Source: an optimization exercise on an open RTL-to-GDS flow (aim: small area and a short achievable clock period). Production flows keep margins and buffers that such runs may drop. At most, simulation tests tie the RTL to the original design; equivalence was not proved. Power is estimated from default activity; no workload was simulated.

Setup of job 9236:
// multiplier
module multiplier (
    input clk,
    input rst,
    input start,
    input [31:0] A,
    input [31:0] B,
    input [7:0] Physical_address_in,
    input [31:0] PC_in,
    output [63:0] Product,
    output reg done,
    output reg [7:0] Physical_address_out,
    output reg [31:0] PC_out
);
Size in the first run: ~2800 cells after synthesis, roughly 210 I/O pins.
export LEC_CHECK = 0
export CAP_MARGIN = 20
export CORE_MARGIN = 2
export CORE_UTILIZATION = 40
export PLACE_DENSITY = 0.7
export SETUP_SLACK_MARGIN = 0.6
export SLEW_MARGIN = 20
export SYNTH_HIERARCHICAL = 1
export SYNTH_MINIMUM_KEEP_SIZE = 0
create_clock -name core_clock -period 5.0 [get_ports {clk}]
standard.sh (not shown) runs the stock make flow with config.mk's settings and CLKGATE_MAP_FILE= SYNTH_SCRIPT=/design/flow/synth_recipe.tcl, a recipe that flattens the netlist after the stock synthesis.
==> flow/flow/run.sh <==
#!/bin/bash
# Layout flow: the standard ORFS flow (standard.sh) with extra ORFS
# settings read from flow/knobs.txt (one VAR=value per line; @FLOW@ stands
# for this flow folder). Its output goes to standard.log.
set -euo pipefail
flowdir="$(pwd)/flow"
knobs=()
while IFS= read -r line; do
  [[ -z "$line" || "$line" == \#* ]] && continue
  knobs+=("${line//@FLOW@/$flowdir}")
done < flow/knobs.txt
bash standard.sh "${knobs[@]}" finish > standard.log 2>&1
==> flow/flow/downsize.tcl <==
# Start the layout from the smallest drive strength of every logic cell that
# synthesis sized up; the flow's timing repair then sizes up what needs it.
set n 0
foreach inst [[ord::get_db_block] getInsts] {
  set m [[$inst getMaster] getName]
  if {![regexp {^(sky130_fd_sc_hd__[a-z0-9]+)_([0-9]+)$} $m -> base size]} { continue }
  if {$size <= 1} { continue }
  if {[string match "*df*" $base] || [string match "*conb*" $base] || [string match "*clk*" $base] || [string match "*maj3*" $base]} { continue }
  set small [get_lib_cells -quiet ${base}_1]
  if {$small == ""} { continue }
  replace_cell [$inst getName] $small
  incr n
}
puts "downsize: $n cells set to drive strength 1"
==> flow/flow/knobs.txt <==
BUFFER_PORTS_ARGS=-buffer_cell sky130_fd_sc_hd__buf_1
PRE_FLOORPLAN_TCL=@FLOW@/downsize.tcl
Job 9236: full flow OK, the timing, DRC and antenna checks passed
Testbench counts of job 9236, summed over its fixed seeds: latency 24,000, ops 24,000.
For job 4302, these inputs were changed with respect to job 9236:
--- a/flow/config.mk
+++ b/flow/config.mk
@@ -9,5 +9,5 @@
 export CORE_MARGIN = 2
-export CORE_UTILIZATION = 40
+export CORE_UTILIZATION = 35
 export PLACE_DENSITY = 0.7
-export SETUP_SLACK_MARGIN = 0.6
+export SETUP_SLACK_MARGIN = 0.75
 export SLEW_MARGIN = 20
==> run notes <==
Job 4302 ran to completion and came out clean on the timing, DRC and antenna checks. Comparing job 9236 and job 4302, the lower final critical-path required period was measured on job 4302. Power ends up lower on job 9236. Re first-pass iteration count of the detailed router: job 4302 is 1 down on job 9236. Between job 9236 and job 4302, sequential logic power is lower for job 9236, job 4302 comes in above that. Die area | job 4302 > job 9236. On job 4302: non-clock buffer area fraction after layout is 0.59 points higher than what job 9236 gave. [job 4302] final core area utilization fell 5.2 points relative to job 9236. Changes observed in job 4302 relative to job 9236: via total after detailed routing picked up an extra 0.93%; routed length on met1 picked up an extra 1.5%. Period utilization ended up 2.0 points lower on job 4302 than on job 9236. The average via count per standard cell in job 4302 was lower than what job 9236 gave.
> inputs changed (job 4302 -> job 6991)
--- a/flow/config.mk
+++ b/flow/config.mk
@@ -9,5 +9,5 @@
 export CORE_MARGIN = 2
-export CORE_UTILIZATION = 35
+export CORE_UTILIZATION = 40
 export PLACE_DENSITY = 0.7
-export SETUP_SLACK_MARGIN = 0.75
+export SETUP_SLACK_MARGIN = 0.9
 export SLEW_MARGIN = 20
Results
- On post-cts hold buffer count, job 6991 tracks job 4302 almost exactly.
- Changes observed in job 6991 relative to job 4302: global-route wire length before repair dropped 1.7%; proportion of power drawn by flip-flops and latches -0.2 points; total clock network power held steady.
#### Input delta (job 443 over job 6991)
--- a/flow/flow/knobs.txt
+++ b/flow/flow/knobs.txt
@@ -2 +2,2 @@
 PRE_FLOORPLAN_TCL=@FLOW@/downsize.tcl
+SETUP_MOVE_SEQUENCE=sizeup,swap,buffer,clone
--- a/flow/config.mk
+++ b/flow/config.mk
@@ -11,3 +11,3 @@
 export PLACE_DENSITY = 0.7
-export SETUP_SLACK_MARGIN = 0.9
+export SETUP_SLACK_MARGIN = 0.75
 export SLEW_MARGIN = 20
==> comparison <==
- The via count number comes out higher for job 6991 vs job 443.
- Changes observed in job 443 relative to job 6991: global-route usage higher; critical path depth lower.
- The fraction of final layout cells sized beyond drive strength 1 in job 443 sits 4.1 points below the value recorded for job 6991.
- Power: job 443 draws less than job 6991
- From job 6991 to job 443, count of clock-buffer cells in the layout did not move at all.
- Measured against each other, job 6991 and job 443 differ in sequential portion of the cell area, the higher figure coming from job 443.
- Share of final layout cell area taken by non-clock buffers is lower on job 443
- Taking job 6991 as the reference, in job 443 number of buffers and inverters on the critical path fell by 1; maximum clock frequency climbed about 1%; final cell count without fillers went down 27.
- Job 443 completed every stage of the flow, and the final layout passed the timing, DRC and antenna checks.
What job 8698 does differently from job 443 at the input level:
==> flow/flow/knobs.txt <==
BUFFER_PORTS_ARGS=-buffer_cell sky130_fd_sc_hd__buf_1
PRE_FLOORPLAN_TCL=@FLOW@/downsize.tcl
SETUP_MOVE_SEQUENCE=unbuffer,sizeup,swap
==> run notes <==
- Flip-flop and latch count came out exactly the same in job 443 and job 8698.
- Changes observed in job 8698 relative to job 443: via count of the first global-routing pass flat; sequential share of layout area flat; final cell count flat.
Setup changes, job 8698 to job 3456
==> flow/flow/knobs.txt <==
BUFFER_PORTS_ARGS=-buffer_cell sky130_fd_sc_hd__buf_1
PRE_FLOORPLAN_TCL=@FLOW@/downsize.tcl
--- a/flow/config.mk
+++ b/flow/config.mk
@@ -11,3 +11,3 @@
 export PLACE_DENSITY = 0.7
-export SETUP_SLACK_MARGIN = 0.75
+export SETUP_SLACK_MARGIN = 0.7
 export SLEW_MARGIN = 20
## What came out
- No run among job 3456 and job 8698 stopped early or left any final violation; all are clean.
- The share of cells above drive strength 1 number comes out lower for job 3456 vs job 8698.
- Job 8698 has lower hold slack than job 3456.
- Job 3456 and job 8698 ended up with roughly the same total global-route track usage.

---

multiplier, a different RTL version from the one above (not shown whole).
For scale: roughly 3600 cells after synthesis, roughly 210 I/O pins, roughly 0.034 mm2 of cells after synthesis.
clock: 5.0 ns
lec_check: 0
cap_margin: 20
core_margin: 2
core_utilization: 40
setup_slack_margin: 1.0
slew_margin: 20
synth_hierarchical: 1
synth_minimum_keep_size: 0
run.sh (not shown) runs the stock make flow with config.mk's settings and CLKGATE_MAP_FILE= SYNTH_SCRIPT=/design/flow/synth_recipe.tcl, a recipe that flattens the netlist after the stock synthesis.
Stock flow here: none of the scripts above is used.
The starting point ran to the end with no violations.
Edit:
==> flow/flow/run.sh (new file) <==
#!/bin/bash
# Layout flow: the standard ORFS flow (standard.sh) with extra ORFS
# settings read from flow/knobs.txt (one VAR=value per line).
set -euo pipefail
knobs=()
while IFS= read -r line; do
  [[ -z "$line" || "$line" == \#* ]] && continue
  knobs+=("$line")
done < flow/knobs.txt
bash standard.sh "${knobs[@]}" finish > standard.log 2>&1
==> flow/flow/knobs.txt (new file) <==
RECOVER_POWER=100
BUFFER_PORTS_ARGS=-buffer_cell sky130_fd_sc_hd__buf_2
==> flow/standard.sh (new file) <==
#!/bin/bash
# synth_recipe.tcl (not shown) runs the flow's synth.tcl, then flattens the netlist and writes it again
# the make line also repeats each setting of config.mk as NAME=value (left out here)
make -C /OpenROAD-flow-scripts/flow DESIGN_CONFIG=/design/flow/config.mk WORK_HOME=/design/flow/orfs CLKGATE_MAP_FILE= SYNTH_SCRIPT=/design/flow/synth_recipe.tcl "${@:-finish}"
removed: flow/run.sh
=>
- count of clock-buffer cells in the layout increases by 1
- final area decreases by a few percent
- setup slack loses 0.46 ns
- via count increases slightly
- utilization decreases by 2.4 points
- sequential power decreases by roughly a tenth
- power decreases by a little under a tenth
Edit:
==> flow/run.sh (new file) <==
#!/bin/bash
# synth_recipe.tcl (not shown) runs the flow's synth.tcl, then flattens the netlist and writes it again
# the make line also repeats each setting of config.mk as NAME=value (left out here)
make -C /OpenROAD-flow-scripts/flow DESIGN_CONFIG=/design/flow/config.mk WORK_HOME=/design/flow/orfs CLKGATE_MAP_FILE= SYNTH_SCRIPT=/design/flow/synth_recipe.tcl finish
- SETUP_SLACK_MARGIN: 1.0 -> 1.5
removed: flow/flow/run.sh
removed: flow/flow/knobs.txt
removed: flow/standard.sh
- wire length climbs by 7.8%
- hold slack improves by 0.094 ns
- worst setup slack improves by 0.44 ns
- design area climbs by 18%
- area after synthesis stays the same
Function was not checked in any run of this note: the RTL went through the layout flow alone.

---

## run B
multiplier, a different RTL version from the one above (not shown whole).
Size in the first run: about 2800 cells after synthesis.
clock: 5.0 ns
lec_check: 0
cap_margin: 20
core_margin: 2
core_utilization: 40
setup_slack_margin: 0.6
slew_margin: 20
synth_hierarchical: 1
synth_minimum_keep_size: 0
standard.sh (not shown) runs the stock make flow with config.mk's settings and CLKGATE_MAP_FILE= SYNTH_SCRIPT=/design/flow/synth_recipe.tcl, a recipe that flattens the netlist after the stock synthesis.
==> flow/flow/run.sh <==
#!/bin/bash
# Layout flow: the standard ORFS flow (standard.sh) with extra ORFS
# settings read from flow/knobs.txt (one VAR=value per line; @FLOW@ stands
# for this flow folder). Its output goes to standard.log.
set -euo pipefail
flowdir="$(pwd)/flow"
knobs=()
while IFS= read -r line; do
  [[ -z "$line" || "$line" == \#* ]] && continue
  knobs+=("${line//@FLOW@/$flowdir}")
done < flow/knobs.txt
bash standard.sh "${knobs[@]}" finish > standard.log 2>&1
==> flow/flow/knobs.txt <==
BUFFER_PORTS_ARGS=-buffer_cell sky130_fd_sc_hd__buf_1
PRE_FLOORPLAN_TCL=@FLOW@/downsize.tcl
Scripts as last shown in full above: flow/flow/downsize.tcl
Input-level comparison between run E and run B:
# run B
export LEC_CHECK = 0
export CAP_MARGIN = 20
export CORE_MARGIN = 2
export CORE_UTILIZATION = 40
export SETUP_SLACK_MARGIN = 0.6
export SLEW_MARGIN = 20
export SYNTH_HIERARCHICAL = 1
export SYNTH_MINIMUM_KEEP_SIZE = 0
create_clock -name core_clock -period 5.0 [get_ports {clk}]
# run E
export LEC_CHECK = 0
export CAP_MARGIN = 20
export CORE_MARGIN = 2
export CORE_UTILIZATION = 40
export SETUP_SLACK_MARGIN = 0.45
export SLEW_MARGIN = 20
export SYNTH_HIERARCHICAL = 1
export SYNTH_MINIMUM_KEEP_SIZE = 0
create_clock -name core_clock -period 5.0 [get_ports {clk}]
-- flow/flow/downsize.tcl --
<<< run B, line 8
  if {[string match "*df*" $base] || [string match "*conb*" $base] || [string match "*clk*" $base] || [string match "*maj3*" $base]} { continue }
>>> run E, line 8
  if {[string match "*df*" $base] || [string match "*conb*" $base] || [string match "*clk*" $base]} { continue }
Notes after the runs:
Delta(length of routed wiring on met1, run E - run B) > 0. Layout buffer count excluding clock buffers (lower): run B. The logic depth of the worst path, buffers included reported for run E is smaller than that of run B by 4. Measured against each other, run B and run E differ in total detailed-routing wirelength, the higher figure coming from run B. Time the worst path needs with I/O delays and setup: run E > run B. Final worst-path cycle share: run E vs run B up 4.7 points. Run E drops fewer vias than run B. Setup slack of the critical path after layout delta (run E − run B): unfavourable. The sequential share of power reported for run E is greater than that of run B by 0.2 points. Going from run B to run E, the highest attainable clock frequency was found to have gone down by 5.2%.
No run of this note included a check of the RTL's function; only the layout flow was run.

---

run H:
multiplier, a different RTL version from the one above (not shown whole).
Size: about 2700 cells after synthesis.
export LEC_CHECK = 0
export CAP_MARGIN = 20
export CORE_MARGIN = 2
export CORE_UTILIZATION = 40
export PLACE_DENSITY = 0.7
export SETUP_SLACK_MARGIN = 0.6
export SLEW_MARGIN = 20
export SYNTH_HIERARCHICAL = 1
export SYNTH_MINIMUM_KEEP_SIZE = 0
create_clock -name core_clock -period 5.0 [get_ports {clk}]
==> flow/flow/downsize.tcl <==
# Start the layout from the smallest drive strength of every logic cell that
# synthesis sized up; the flow's timing repair then sizes up what needs it.
set n 0
foreach inst [[ord::get_db_block] getInsts] {
  set m [[$inst getMaster] getName]
  if {![regexp {^(sky130_fd_sc_hd__[a-z0-9]+)_([0-9]+)$} $m -> base size]} { continue }
  if {$size <= 1} { continue }
  if {[string match "*df*" $base] || [string match "*conb*" $base] || [string match "*clk*" $base] || [string match "*maj3*" $base]} { continue }
  set small [get_lib_cells -quiet ${base}_1]
  if {$small == ""} { continue }
  replace_cell [$inst getName] $small
  incr n
}
puts "downsize: $n cells set to drive strength 1"
Scripts as last shown in full above: flow/flow/run.sh, flow/flow/knobs.txt
Run H has completed all stages; timing, DRC and antenna checks passed.
The following lists how run Y was set up differently from run H:
--- a/flow/config.mk
+++ b/flow/config.mk
@@ -11,3 +11,3 @@
 export PLACE_DENSITY = 0.7
-export SETUP_SLACK_MARGIN = 0.6
+export SETUP_SLACK_MARGIN = 0.5
 export SLEW_MARGIN = 20
- Run Y finished every step from synthesis to the final layout, and the layout passed the timing, DRC and antenna checks.
- | sequential share of layout area | run Y vs run H | ≈ equal |
- Run H -> run Y: worst hold slack flat
- Diff run H -> run Y | setup slack | decrease of 0.033 ns
- Between run Y and run H, it is run Y whose fmax is lower, by about 0.8%.
- As far as post-detailed-route DRC marker count goes, run H and run Y are indistinguishable; the numbers are identical.
- The final instance area of run Y and that of run H are within noise of each other.
- Compared run Y vs run H, and via count is up in run Y.
- Between run H and run Y, the difference in fraction of power spent switching nets is negligible.
- When the final numbers for run H and run Y were put side by side, the power turned out to be greater in run H.
- Core utilization: run H vs run Y — no meaningful difference
- Route | run Y vs run H | wire longer in run Y
No functional check of the RTL was part of any run of this note.

---

Another version of the RTL of multiplier (not shown whole).
Size in the first run: ~2800 cells after synthesis.
export LEC_CHECK = 0
export CAP_MARGIN = 5
export CORE_MARGIN = 2
export CORE_UTILIZATION = 40
export SETUP_SLACK_MARGIN = 1.0
export SLEW_MARGIN = 5
export SYNTH_HIERARCHICAL = 1
export SYNTH_MINIMUM_KEEP_SIZE = 0
create_clock -name core_clock -period 5.0 [get_ports {clk}]
==> flow/flow/downsize.tcl <==
# Start the layout from the smallest drive strength of every logic cell that
# synthesis sized up; the flow's timing repair then sizes up what needs it.
set n 0
foreach inst [[ord::get_db_block] getInsts] {
  set m [[$inst getMaster] getName]
  if {![regexp {^(sky130_fd_sc_hd__[a-z0-9]+)_([0-9]+)$} $m -> base size]} { continue }
  if {$size <= 1} { continue }
  if {[string match "*df*" $base] || [string match "*conb*" $base] || [string match "*clk*" $base]} { continue }
  set small [get_lib_cells -quiet ${base}_1]
  if {$small == ""} { continue }
  replace_cell [$inst getName] $small
  incr n
}
puts "downsize: $n cells set to drive strength 1"
Scripts as last shown in full above: flow/flow/run.sh, flow/flow/knobs.txt
Testbench counts at the start, summed over its fixed seeds: latency 24,000, ops 24,000.
Then changed:
CAP_MARGIN = 20   (was 5)
SLEW_MARGIN = 20   (was 5)
Power stays the same. Flip-flop and latch count stays the same. Final cell count is unchanged. Worst hold slack does not change. Die area does not change. Wire length is unchanged. Clock power hardly moves. Setup slack does not change. Via count stays the same. Design area is unchanged.

---

multiplier, a different RTL version from the one above (not shown whole).
Size: ~2800 cells after synthesis, roughly 210 I/O pins.
clock: 5.0 ns
lec_check: 0
cap_margin: 20
core_margin: 2
core_utilization: 40
setup_slack_margin: 1.0
slew_margin: 20
synth_hierarchical: 1
synth_minimum_keep_size: 0
==> flow/flow/knobs.txt <==
BUFFER_PORTS_ARGS=-buffer_cell sky130_fd_sc_hd__buf_4
PRE_FLOORPLAN_TCL=@FLOW@/downsize.tcl
Scripts as last shown in full above: flow/flow/run.sh, flow/flow/downsize.tcl
Rerun with:
==> flow/flow/knobs.txt (replaced) <==
BUFFER_PORTS_ARGS=-buffer_cell sky130_fd_sc_hd__buf_1
PRE_FLOORPLAN_TCL=@FLOW@/downsize.tcl
- CORE_UTILIZATION: 40 -> 55
- PLACE_DENSITY: unset -> 0.7
Power went down by 1.7%.
Via count is higher by 7.1%.
Combinational power went down by about 2%.
Global-route usage came out higher by 10 points.
Routed wire length increases by 2.2%.
Count of clock-buffer cells in the layout falls by 1.
Cell count decreases by 4.3%.
Sequential share of layout area drops by 0.14 points.
Setup slack degrades by 85 ps.
Synthesized cell count is unchanged.
Utilization is higher by 20 points.
No run of this note included a check of the RTL's function; only the layout flow was run.

[separate check: timing with driven ports]
No port has a modelled driver above. Below, the same layouts with a new extraction and two added sets of constraints. Step 1 (the two cells are an assumption about what drives the block):
set clk [get_ports {clk}]
set_driving_cell -lib_cell sky130_fd_sc_hd__clkbuf_16 $clk
set_driving_cell -lib_cell sky130_fd_sc_hd__buf_2 [delete_from_list [all_inputs] $clk]
Step 2 times the ports against the registers' clock, not the clock port: input delays grow and output delays shrink by t, the midpoint of the rising clock arrivals with the driver on. Three values: ideal, step 1, step 2; two values: the first two.
run | t, ns | slack for setup (ns) | hold slack, ns | latest minus earliest clock arrival (ns)
job 9236 | 0.550 | 0.784 / 0.730 / 0.295 | 0.576 / 0.546 / 1.096 | 0.020 / 0.020
job 4302 | 0.565 | 0.883 / 0.826 / 0.304 | 0.567 / 0.533 / 1.097 | 0.027 / 0.027
job 6991 | 0.560 | 0.849 / 0.787 / 0.319 | 0.575 / 0.538 / 1.098 | 0.026 / 0.027
job 443 | 0.571 | 0.891 / 0.828 / 0.329 | 0.562 / 0.522 / 1.093 | 0.027 / 0.027
job 8698 | 0.572 | 0.784 / 0.720 / 0.326 | 0.562 / 0.522 / 1.093 | 0.025 / 0.025
job 3456 | 0.549 | 0.813 / 0.759 / 0.321 | 0.577 / 0.547 / 1.096 | 0.021 / 0.022
the first run of note 2 | 0.548 | 0.991 / 0.928 / 0.468 | 0.947 / 0.912 / 1.461 | 0.017 / 0.017
the second run of note 2 | 0.503 | 0.527 / 0.510 / 0.047 | 0.652 / 0.620 / 1.123 | 0.020 / 0.020
the third run of note 2 | 0.516 | 0.968 / 0.966 / 0.450 | 0.746 / 0.722 / 1.238 | 0.018 / 0.018
run B | 0.534 | 0.735 / 0.686 / 0.191 | 0.598 / 0.566 / 1.101 | 0.025 / 0.025
run E | 0.487 | 0.501 / 0.515 / 0.028 | 0.649 / 0.623 / 1.110 | 0.021 / 0.021
run H | 0.554 | 0.710 / 0.686 / 0.132 | 0.583 / 0.547 / 1.101 | 0.031 / 0.031
run Y | 0.561 | 0.677 / 0.648 / 0.112 | 0.582 / 0.542 / 1.103 | 0.017 / 0.017
the first run of note 5 | 0.575 | 1.004 / 0.973 / 0.418 | 0.558 / 0.518 / 1.094 | 0.023 / 0.023
the second run of note 5 | 0.575 | 1.004 / 0.973 / 0.418 | 0.558 / 0.518 / 1.094 | 0.023 / 0.023
the first run of note 6 | 0.559 | 0.961 / 0.954 / 0.428 | 0.592 / 0.561 / 1.120 | 0.028 / 0.028
the second run of note 6 | 0.560 | 0.876 / 0.904 / 0.344 | 0.592 / 0.554 / 1.114 | 0.036 / 0.036
After both steps every run listed still meets setup and hold.
